What follows belongs to an exercise in optimizing a design on an open flow for small area; a production flow would make more cautious choices.
Function was checked by simulation only, so behaviour that the tests miss may differ from the original.
Power is estimated from default activity; no workload was simulated.

rev 12:
// main_ctrl
module main_ctrl(clk, rst, config_load, config_done, ifmap_ready, wght_ready, op_go, op_done, bias_write,
                 psum_split_condense, maxpooling, tile_order_first, tile_order_last,
                 ifmapR, ifmapC, ofmapR, ofmapC, kernelR, kernelC, inchannel, outchannel,
                 load_wght, data_ready, sum_in_bias, tile_done, current_state,
                 ofmap_en, ofmap_addrin,
                 ifmap_en_b, wght_en_b, ofmap_en_a, ofmap_en_b, bias_en_a, bias_en_b,
                 bias_addr_b, ifmap_addr_b, wght_addr_b, ofmap_addr_a, ofmap_addr_b,
                 ifmap_wen_b, wght_wen_b, ofmap_wen_a, ofmap_wen_b, bias_wen_a, bias_wen_b);
==> flow/config.mk <==
export PLATFORM = sky130hd
export DESIGN_NAME = main_ctrl
export DESIGN_NICKNAME = main_ctrl
export VERILOG_FILES = /design/flow/design.v
export SDC_FILE = /design/flow/constraint.sdc
export NUM_CORES = 4
export LEC_CHECK = 0
export CAP_MARGIN = 20
export CORE_MARGIN = 2
export CORE_UTILIZATION = 65
export SLEW_MARGIN = 20
==> flow/constraint.sdc <==
create_clock -name core_clock -period 8.0 [get_ports {clk}]
set_input_delay 1.6000 -clock core_clock [delete_from_list [all_inputs] [get_ports {clk}]]
set_output_delay 1.6000 -clock core_clock [all_outputs]
set_load 0.01 [all_outputs]
standard.sh (not shown) runs the stock make flow with config.mk's settings and CLKGATE_MAP_FILE= SYNTH_SCRIPT=/design/flow/synth_recipe.tcl, a recipe that flattens the netlist after the stock synthesis.
==> flow/flow/run.sh <==
#!/bin/bash
# Standard ORFS layout (the standard.sh, standard synthesis) with three changes:
#  - port buffers use the smallest buffer cell (buf_1),
#  - clock tree synthesis inserts no dummy loads and builds the tree from clkbuf_4,
#  - constant outputs share one tie cell instead of one tie cell each.
set -euo pipefail
bash standard.sh \
  BUFFER_PORTS_ARGS="-buffer_cell sky130_fd_sc_hd__buf_1" \
  CTS_ARGS="-sink_clustering_enable -repair_clock_nets -dont_use_dummy_load -buf_list {sky130_fd_sc_hd__clkbuf_4} -sink_clustering_size 10 -sink_clustering_max_diameter 60" \
  SKIP_REPAIR_TIE_FANOUT=1 \
  finish > standard.log 2>&1
Input changes introduced in rev 13 (baseline for comparison: rev 12):
Settings: SLEW_MARGIN changed from 20 to 0; CAP_MARGIN changed from 20 to 0.
==> flow/flow/run.sh <==
#!/bin/bash
# Standard ORFS layout (the standard.sh, standard synthesis) with three changes:
#  - port buffers use the smallest buffer cell (buf_1),
#  - clock tree synthesis inserts no dummy loads and builds the tree from clkbuf_4,
#  - constant outputs share one tie cell instead of one tie cell each.
set -euo pipefail
bash standard.sh \
  BUFFER_PORTS_ARGS="-buffer_cell sky130_fd_sc_hd__buf_1" \
  CTS_ARGS="-sink_clustering_enable -repair_clock_nets -dont_use_dummy_load -buf_list {sky130_fd_sc_hd__clkbuf_4} -sink_clustering_size 10 -sink_clustering_max_diameter 40" \
  SKIP_REPAIR_TIE_FANOUT=1 \
  finish > standard.log 2>&1
- Going from rev 12 to rev 13, area of all placed cells without fillers went up 45 um2; routed wire length barely changed.
- The leakage power summed over all cells in rev 13 was higher than what rev 12 gave.
- Compared with rev 12, rev 13 shows core utilization higher by 0.22 points.
- Between rev 12 and rev 13, the flow reports overall power increasing slightly.
- Of rev 12 and rev 13, rev 12 shows the higher part of the total power dissipated in combinational logic, with rev 13 below it.
- Summary — tightest hold margin, rev 13 relative to rev 12: lower, by 30 ps.
- Transition at the pin with the smallest max-transition slack of rev 13 is on par with rev 12.
- On register-to-register path setup slack, rev 12 and rev 13 are neck and neck.
- First-pass GRT wire length (rev 13 vs. rev 12) increases slightly

main_ctrl, a different RTL version from the one above (not shown whole).
Size in the first run: roughly 1,400 cells after synthesis, ~260 flip-flops, about 190 I/O pins, roughly 0.014 mm2 of cells after synthesis.
// main_ctrl
module main_ctrl(clk, rst, config_load, config_done, ifmap_ready, wght_ready, op_go, op_done, bias_write,
                 psum_split_condense, maxpooling, tile_order_first, tile_order_last,
                 ifmapR, ifmapC, ofmapR, ofmapC, kernelR, kernelC, inchannel, outchannel,
                 load_wght, data_ready, sum_in_bias, tile_done, current_state,
                 ofmap_en, ofmap_addrin,
                 ifmap_en_b, wght_en_b, ofmap_en_a, ofmap_en_b, bias_en_a, bias_en_b,
                 bias_addr_b, ifmap_addr_b, wght_addr_b, ofmap_addr_a, ofmap_addr_b,
                 ifmap_wen_b, wght_wen_b, ofmap_wen_a, ofmap_wen_b, bias_wen_a, bias_wen_b);
input clk,rst, config_load, config_done, ifmap_ready, wght_ready, op_go, op_done, bias_write;
input psum_split_condense,maxpooling,tile_order_first,tile_order_last;
input [5:0] ifmapR,ifmapC,ofmapR,ofmapC;
input [2:0] kernelR,kernelC;
input [9:0] inchannel;
input [4:0] outchannel;
output load_wght,data_ready,sum_in_bias,tile_done;
output [3:0] current_state;
input ofmap_en;
input [9:0] ofmap_addrin;
output ifmap_en_b,wght_en_b,ofmap_en_a,ofmap_en_b,bias_en_a,bias_en_b;
output bias_addr_b;
output [9:0] ifmap_addr_b;
output [9:0] wght_addr_b;
output [9:0] ofmap_addr_a,ofmap_addr_b;
output [7:0] ifmap_wen_b,wght_wen_b,bias_wen_a,bias_wen_b;
output [15:0] ofmap_wen_a,ofmap_wen_b;
reg [3:0] current_state;
reg [3:0] next_state;
wire s_idle = ~current_state[3] & (current_state[2:0]==3'd0);
wire s_ltc  = ~current_state[3] & (current_state[2:0]==3'd1);
wire s_ldb  = ~current_state[3] & (current_state[2:0]==3'd2);
wire s_ld   = ~current_state[3] & (current_state[2:0]==3'd3);
wire s_pe   = ~current_state[3] & (current_state[2:0]==3'd4);
wire s_sc   = ~current_state[3] & (current_state[2:0]==3'd5);
wire s_mac  = ~current_state[3] & (current_state[2:0]==3'd6);
wire s_off  = ~current_state[3] & (current_state[2:0]==3'd7);
wire s_rg   =  current_state[3] & ~current_state[0];
wire s_pool =  current_state[3] &  current_state[0];
reg data_ready, tile_done, poolwrite;
reg ifmap_loaded, wght_loaded, bias_loaded;
reg [1:0] sub;
  ...
==> flow/config.mk <==
export PLATFORM = sky130hd
export DESIGN_NAME = main_ctrl
export DESIGN_NICKNAME = main_ctrl
export VERILOG_FILES = /design/flow/design.v
export SDC_FILE = /design/flow/constraint.sdc
export NUM_CORES = 4
export LEC_CHECK = 0
export CAP_MARGIN = 20
export CORE_MARGIN = 2
export CORE_UTILIZATION = 65
export SLEW_MARGIN = 20
==> flow/constraint.sdc <==
create_clock -name core_clock -period 8.0 [get_ports {clk}]
set_input_delay 1.6000 -clock core_clock [delete_from_list [all_inputs] [get_ports {clk}]]
set_output_delay 1.6000 -clock core_clock [all_outputs]
set_load 0.01 [all_outputs]
==> flow/flow/run.sh <==
#!/bin/bash
# Standard ORFS layout (the standard.sh, standard synthesis) with three changes:
#  - port buffers use the smallest buffer cell (buf_1),
#  - clock tree synthesis inserts no dummy loads and builds the tree from clkbuf_4,
#  - constant outputs share one tie cell instead of one tie cell each.
set -euo pipefail
bash standard.sh \
  BUFFER_PORTS_ARGS="-buffer_cell sky130_fd_sc_hd__buf_1" \
  CTS_ARGS="-sink_clustering_enable -repair_clock_nets -dont_use_dummy_load -buf_list {sky130_fd_sc_hd__clkbuf_2} -sink_clustering_size 6 -sink_clustering_max_diameter 25" \
  SKIP_REPAIR_TIE_FANOUT=1 \
  finish > standard.log 2>&1
Next try:
==> flow/flow/run.sh (replaced) <==
#!/bin/bash
# Standard ORFS layout with two changes: port buffers use the smallest buffer
# cell, and clock tree synthesis inserts no dummy loads.
set -euo pipefail
bash standard.sh \
  BUFFER_PORTS_ARGS="-buffer_cell sky130_fd_sc_hd__buf_1" \
  CTS_ARGS="-sink_clustering_enable -repair_clock_nets -dont_use_dummy_load -buf_list {sky130_fd_sc_hd__clkbuf_4} -sink_clustering_size 10 -sink_clustering_max_diameter 40" \
  finish > standard.log 2>&1
The changed run went through all stages and came out clean.
Synthesized area is unchanged.
Sequential share of layout area falls by 0.22 points.
Power stays flat.
Combinational power is about the same.
Cell area grows by 0.58%.
Via count is about the same.
Wire length climbs by 2.3%.
Count of clock-buffer cells in the layout falls by 30.
Clock power shrinks by 6.4%.
Global-route usage is higher by 0.13 points.
Utilization went up by 0.40 points.
Next try:
==> flow/run.sh (new file) <==
#!/bin/bash
# synth_recipe.tcl (not shown) runs the flow's synth.tcl, then flattens the netlist and writes it again
# the make line also repeats each setting of config.mk as NAME=value (left out here)
make -C /OpenROAD-flow-scripts/flow DESIGN_CONFIG=/design/flow/config.mk WORK_HOME=/design/flow/orfs CLKGATE_MAP_FILE= SYNTH_SCRIPT=/design/flow/synth_recipe.tcl finish
removed: flow/flow/run.sh
removed: flow/standard.sh
Outcome: First-iteration DRC count goes down by roughly a tenth; global-route usage goes up by 3.7 points; worst setup slack loses 0.40 ns; clock power goes up by well over a third; routed wire length goes up by about a fifth; power goes up by about a fifth; cell area goes up by roughly a tenth.
Next try:
==> flow/flow/run.sh (new file) <==
#!/bin/bash
# Standard ORFS layout (the standard.sh, standard synthesis) with three changes:
#  - port buffers use the smallest buffer cell (buf_1),
#  - clock tree synthesis inserts no dummy loads and builds the tree from clkbuf_4,
#  - constant outputs share one tie cell instead of one tie cell each.
set -euo pipefail
bash standard.sh \
  BUFFER_PORTS_ARGS="-buffer_cell sky130_fd_sc_hd__buf_1" \
  CTS_ARGS="-sink_clustering_enable -repair_clock_nets -dont_use_dummy_load -buf_list {sky130_fd_sc_hd__clkbuf_4} -sink_clustering_size 10 -sink_clustering_max_diameter 40" \
  SKIP_REPAIR_TIE_FANOUT=1 \
  finish > standard.log 2>&1
==> flow/standard.sh (new file) <==
#!/bin/bash
# synth_recipe.tcl (not shown) runs the flow's synth.tcl, then flattens the netlist and writes it again
# the make line also repeats each setting of config.mk as NAME=value (left out here)
make -C /OpenROAD-flow-scripts/flow DESIGN_CONFIG=/design/flow/config.mk WORK_HOME=/design/flow/orfs CLKGATE_MAP_FILE= SYNTH_SCRIPT=/design/flow/synth_recipe.tcl "${@:-finish}"
removed: flow/run.sh
What happened: Synthesized area stays the same. Setup slack improved by 0.46 ns. Wire length fell by 15%. Power drops by 15%. Non-clock buffer count decreases by 3.

afterwards: timing with drivers on the ports:
The results above use ideal ports. As a check the final layouts listed here were re-extracted and re-timed, cells and wires unchanged. Step 1, drivers: a clkbuf_16 drives clk and a buf_2 each remaining input, both assumed. Step 2 times the ports against the registers' clock, not the clock port: input delays grow and output delays shrink by t, the midpoint of the rising clock arrivals with the driver on. Three values: no drivers, after step 1, after step 2; two values: the first two.
run | t, ns | slack for setup (ns) | hold slack, ns | clock arrival spread, ns
rev 12 | 0.621 | 0.826 / 0.806 / 0.212 | 0.289 / 0.289 / 0.289 | 0.073 / 0.073
rev 13 | 0.633 | 0.819 / 0.828 / 0.194 | 0.258 / 0.258 / 0.258 | 0.133 / 0.133
the first run of note 2 | 0.764 | 0.677 / 0.657 / 0.187 | 0.250 / 0.250 / 0.250 | 0.097 / 0.097
the second run of note 2 | 0.660 | 0.658 / 0.638 / 0.203 | 0.296 / 0.296 / 0.296 | 0.108 / 0.108
the third run of note 2 | 0.573 | 0.254 / 0.232 / -0.071 | 0.318 / 0.318 / 0.318 | 0.019 / 0.019
the fourth run of note 2 | 0.647 | 0.712 / 0.692 / 0.176 | 0.281 / 0.281 / 0.281 | 0.078 / 0.077
With both steps, setup timing fails in the third run of note 2, where it was met with ideal ports. The setup slack of rev 13, which loses most, moves by +0.009 ns with the drivers and by -0.625 ns with both steps.
